Source: an optimization exercise on an open RTL-to-GDS flow (aim: small area, a short achievable clock period and few clock cycles per item). Production flows keep margins and buffers that such runs may drop.
Function was checked by simulation only, so behaviour that the tests miss may differ from the original.

==> flow/design.v (excerpt) <==
module PixelSolver (
  input               io_cmd_valid,
  output              io_cmd_ready,
  input      [27:0]   io_cmd_payload_x,
  input      [27:0]   io_cmd_payload_y,
  output              io_rsp_valid,
  input               io_rsp_ready,
  output     [5:0]    io_rsp_payload_iteration,
  input               clk,
  input               reset
);
clock: 12.0 ns
lec_check: 0
cap_margin: 20
core_margin: 2
core_utilization: 40
slew_margin: 20
standard.sh (not shown) runs the stock make flow with config.mk's settings and CLKGATE_MAP_FILE= SYNTH_SCRIPT=/design/flow/synth_recipe.tcl, a recipe that flattens the netlist after the stock synthesis.
==> flow/flow/run.sh <==
#!/bin/bash
set -euo pipefail
RES="$PWD/orfs/results/sky130hd/PixelSolver/base"
bash standard.sh synth > standard_synth.log 2>&1
cp "$RES/1_2_yosys.v" "$RES/1_2_yosys.std.v"
python3 flow/polarity.py "$RES/1_2_yosys.std.v" "$RES/1_2_yosys.pol.v" > polarity.log 2>&1
sleep 1
cp "$RES/1_2_yosys.pol.v" "$RES/1_2_yosys.v"
touch "$RES/1_2_yosys.v"
bash standard.sh SETUP_SLACK_MARGIN=7.5 finish > standard_flow.log 2>&1
Other scripts of this flow, unchanged in this note and not shown: flow/flow/polarity.py
Testbench counts at the start, summed over its fixed seeds: cycles 13,606, pixels 2,048.
Rerun with:
--- a/flow/flow/run.sh
+++ b/flow/flow/run.sh
@@ -10 +10 @@
-bash standard.sh SETUP_SLACK_MARGIN=7.5 finish > standard_flow.log 2>&1
+bash standard.sh SETUP_SLACK_MARGIN=7.75 finish > standard_flow.log 2>&1
=> Global-route usage climbs by 0.31 points; clock skew climbs by 0.041 ns; via count climbs by 2.2%; setup slack barely changes; routed wire length climbs by 4.2%; design area climbs by 4.3%.
Rerun with:
--- a/flow/flow/run.sh
+++ b/flow/flow/run.sh
@@ -10 +10 @@
-bash standard.sh SETUP_SLACK_MARGIN=7.75 finish > standard_flow.log 2>&1
+bash standard.sh SETUP_SLACK_MARGIN=7.4 finish > standard_flow.log 2>&1
Design area fell by 4.5%.
Routed wire length came out lower by 3.7%.
Setup slack got worse by 0.024 ns.
Sequential share of layout area went up by 0.87 points.

PixelSolver, a different RTL version from the one above (not shown whole).
For scale: ~6,400 cells after synthesis, about 68 I/O pins, roughly 0.068 mm² of cells after synthesis.
==> flow/config.mk <==
export PLATFORM = sky130hd
export DESIGN_NAME = PixelSolver
export DESIGN_NICKNAME = PixelSolver
export VERILOG_FILES = /design/flow/design.v
export SDC_FILE = /design/flow/constraint.sdc
export NUM_CORES = 4
export LEC_CHECK = 0
export CAP_MARGIN = 20
export CORE_MARGIN = 2
export CORE_UTILIZATION = 40
export SLEW_MARGIN = 20
==> flow/constraint.sdc <==
create_clock -name core_clock -period 12.0 [get_ports {clk}]
set_input_delay 2.4000 -clock core_clock [delete_from_list [all_inputs] [get_ports {clk}]]
set_output_delay 2.4000 -clock core_clock [all_outputs]
set_load 0.01 [all_outputs]
==> flow/flow/run.sh <==
#!/bin/bash
set -euo pipefail
RES="$PWD/orfs/results/sky130hd/PixelSolver/base"
bash standard.sh synth > standard_synth.log 2>&1
cp "$RES/1_2_yosys.v" "$RES/1_2_yosys.std.v"
python3 flow/polarity.py "$RES/1_2_yosys.std.v" "$RES/1_2_yosys.pol.v" > polarity.log 2>&1
sleep 1
cp "$RES/1_2_yosys.pol.v" "$RES/1_2_yosys.v"
touch "$RES/1_2_yosys.v"
bash standard.sh SETUP_SLACK_MARGIN=7 finish > standard_flow.log 2>&1
Other scripts of this flow, unchanged in this note and not shown: flow/flow/polarity.py
Testbench counts at the start, summed over its fixed seeds: cycles 13,606, pixels 2,048.
Change:
--- a/flow/flow/run.sh
+++ b/flow/flow/run.sh
@@ -9,2 +9,2 @@
 touch "$RES/1_2_yosys.v"
-bash standard.sh SETUP_SLACK_MARGIN=7 finish > standard_flow.log 2>&1
+bash standard.sh SETUP_SLACK_MARGIN=8 finish > standard_flow.log 2>&1
- The changed run finished clean
- area after synthesis does not change
- die area does not change
- sequential share of layout area is lower by 2.2 points
- worst hold slack stays flat
- clock skew is higher by 12 ps

Starting RTL as in the previous note.
export LEC_CHECK = 0
export CAP_MARGIN = 20
export CORE_MARGIN = 2
export CORE_UTILIZATION = 40
export SLEW_MARGIN = 20
create_clock -name core_clock -period 12.0 [get_ports {clk}]
==> flow/flow/run.sh <==
#!/bin/bash
set -euo pipefail
RES="$PWD/orfs/results/sky130hd/PixelSolver/base"
bash standard.sh synth > standard_synth.log 2>&1
cp "$RES/1_2_yosys.v" "$RES/1_2_yosys.std.v"
python3 flow/polarity.py "$RES/1_2_yosys.std.v" "$RES/1_2_yosys.pol.v" > polarity.log 2>&1
sleep 1
cp "$RES/1_2_yosys.pol.v" "$RES/1_2_yosys.v"
touch "$RES/1_2_yosys.v"
bash standard.sh SETUP_SLACK_MARGIN=7.5 finish > standard_flow.log 2>&1
Other scripts of this flow, unchanged in this note and not shown: flow/flow/polarity.py
The starting point produced a clean layout.
Testbench counts at the start, summed over its fixed seeds: cycles 13,606, pixels 2,048.
==> next run, changes <==
--- a/flow/flow/run.sh
+++ b/flow/flow/run.sh
@@ -8,3 +8,3 @@
 cp "$RES/1_2_yosys.pol.v" "$RES/1_2_yosys.v"
 touch "$RES/1_2_yosys.v"
-bash standard.sh SETUP_SLACK_MARGIN=7.5 finish > standard_flow.log 2>&1
+bash standard.sh SETUP_SLACK_MARGIN=7 finish > standard_flow.log 2>&1
- CORE_UTILIZATION: 40 -> 55
After rerunning: The new run went through all stages and came out clean; routed wire length shrinks by 2.9%; worst hold slack is worse by 5.6 ps; worst setup slack is worse by 420 ps; design area went down by 4.1%.

## afterwards: timing with drivers on the ports
No port has a modelled driver above. Below, the same layouts with a new extraction and two added sets of constraints.
Step 1 (the two cells are an assumption about what drives the block):
set clk [get_ports {clk}]
set_driving_cell -lib_cell sky130_fd_sc_hd__clkbuf_16 $clk
set_driving_cell -lib_cell sky130_fd_sc_hd__buf_2 [delete_from_list [all_inputs] $clk]
Step 2 times the ports against the registers' clock, not the clock port: input delays grow and output delays shrink by t, the midpoint of the rising clock arrivals with the driver on.
a / b / c = ideal ports / drivers / drivers and shift; a / b = the first two.
run | t, ns | setup slack, ns | latest minus earliest clock arrival (ns) | slew at the worst register clock pin (ns)
the first run of note 1 | 0.768 | 7.495 / 7.495 / 7.161 | 0.039 / 0.039 | 0.08 / 0.08
the second run of note 1 | 0.754 | 7.495 / 7.495 / 7.495 | 0.080 / 0.080 | 0.07 / 0.07
the third run of note 1 | 0.770 | 7.471 / 7.432 / 7.081 | 0.039 / 0.039 | 0.07 / 0.07
the first run of note 2 | 0.754 | 7.122 / 7.122 / 7.122 | 0.042 / 0.041 | 0.07 / 0.07
the second run of note 2 | 0.768 | 7.576 / 7.576 / 7.454 | 0.051 / 0.051 | 0.07 / 0.07
the first run of note 3 | 0.762 | 7.516 / 7.516 / 7.492 | 0.027 / 0.027 | 0.07 / 0.07
the second run of note 3 | 0.755 | 7.098 / 7.098 / 7.098 | 0.039 / 0.038 | 0.07 / 0.07
After both steps every run listed still meets setup and hold. For the third run of note 1, which loses most, drivers alone change the setup slack by -0.039 ns; drivers and shift together by -0.390 ns.
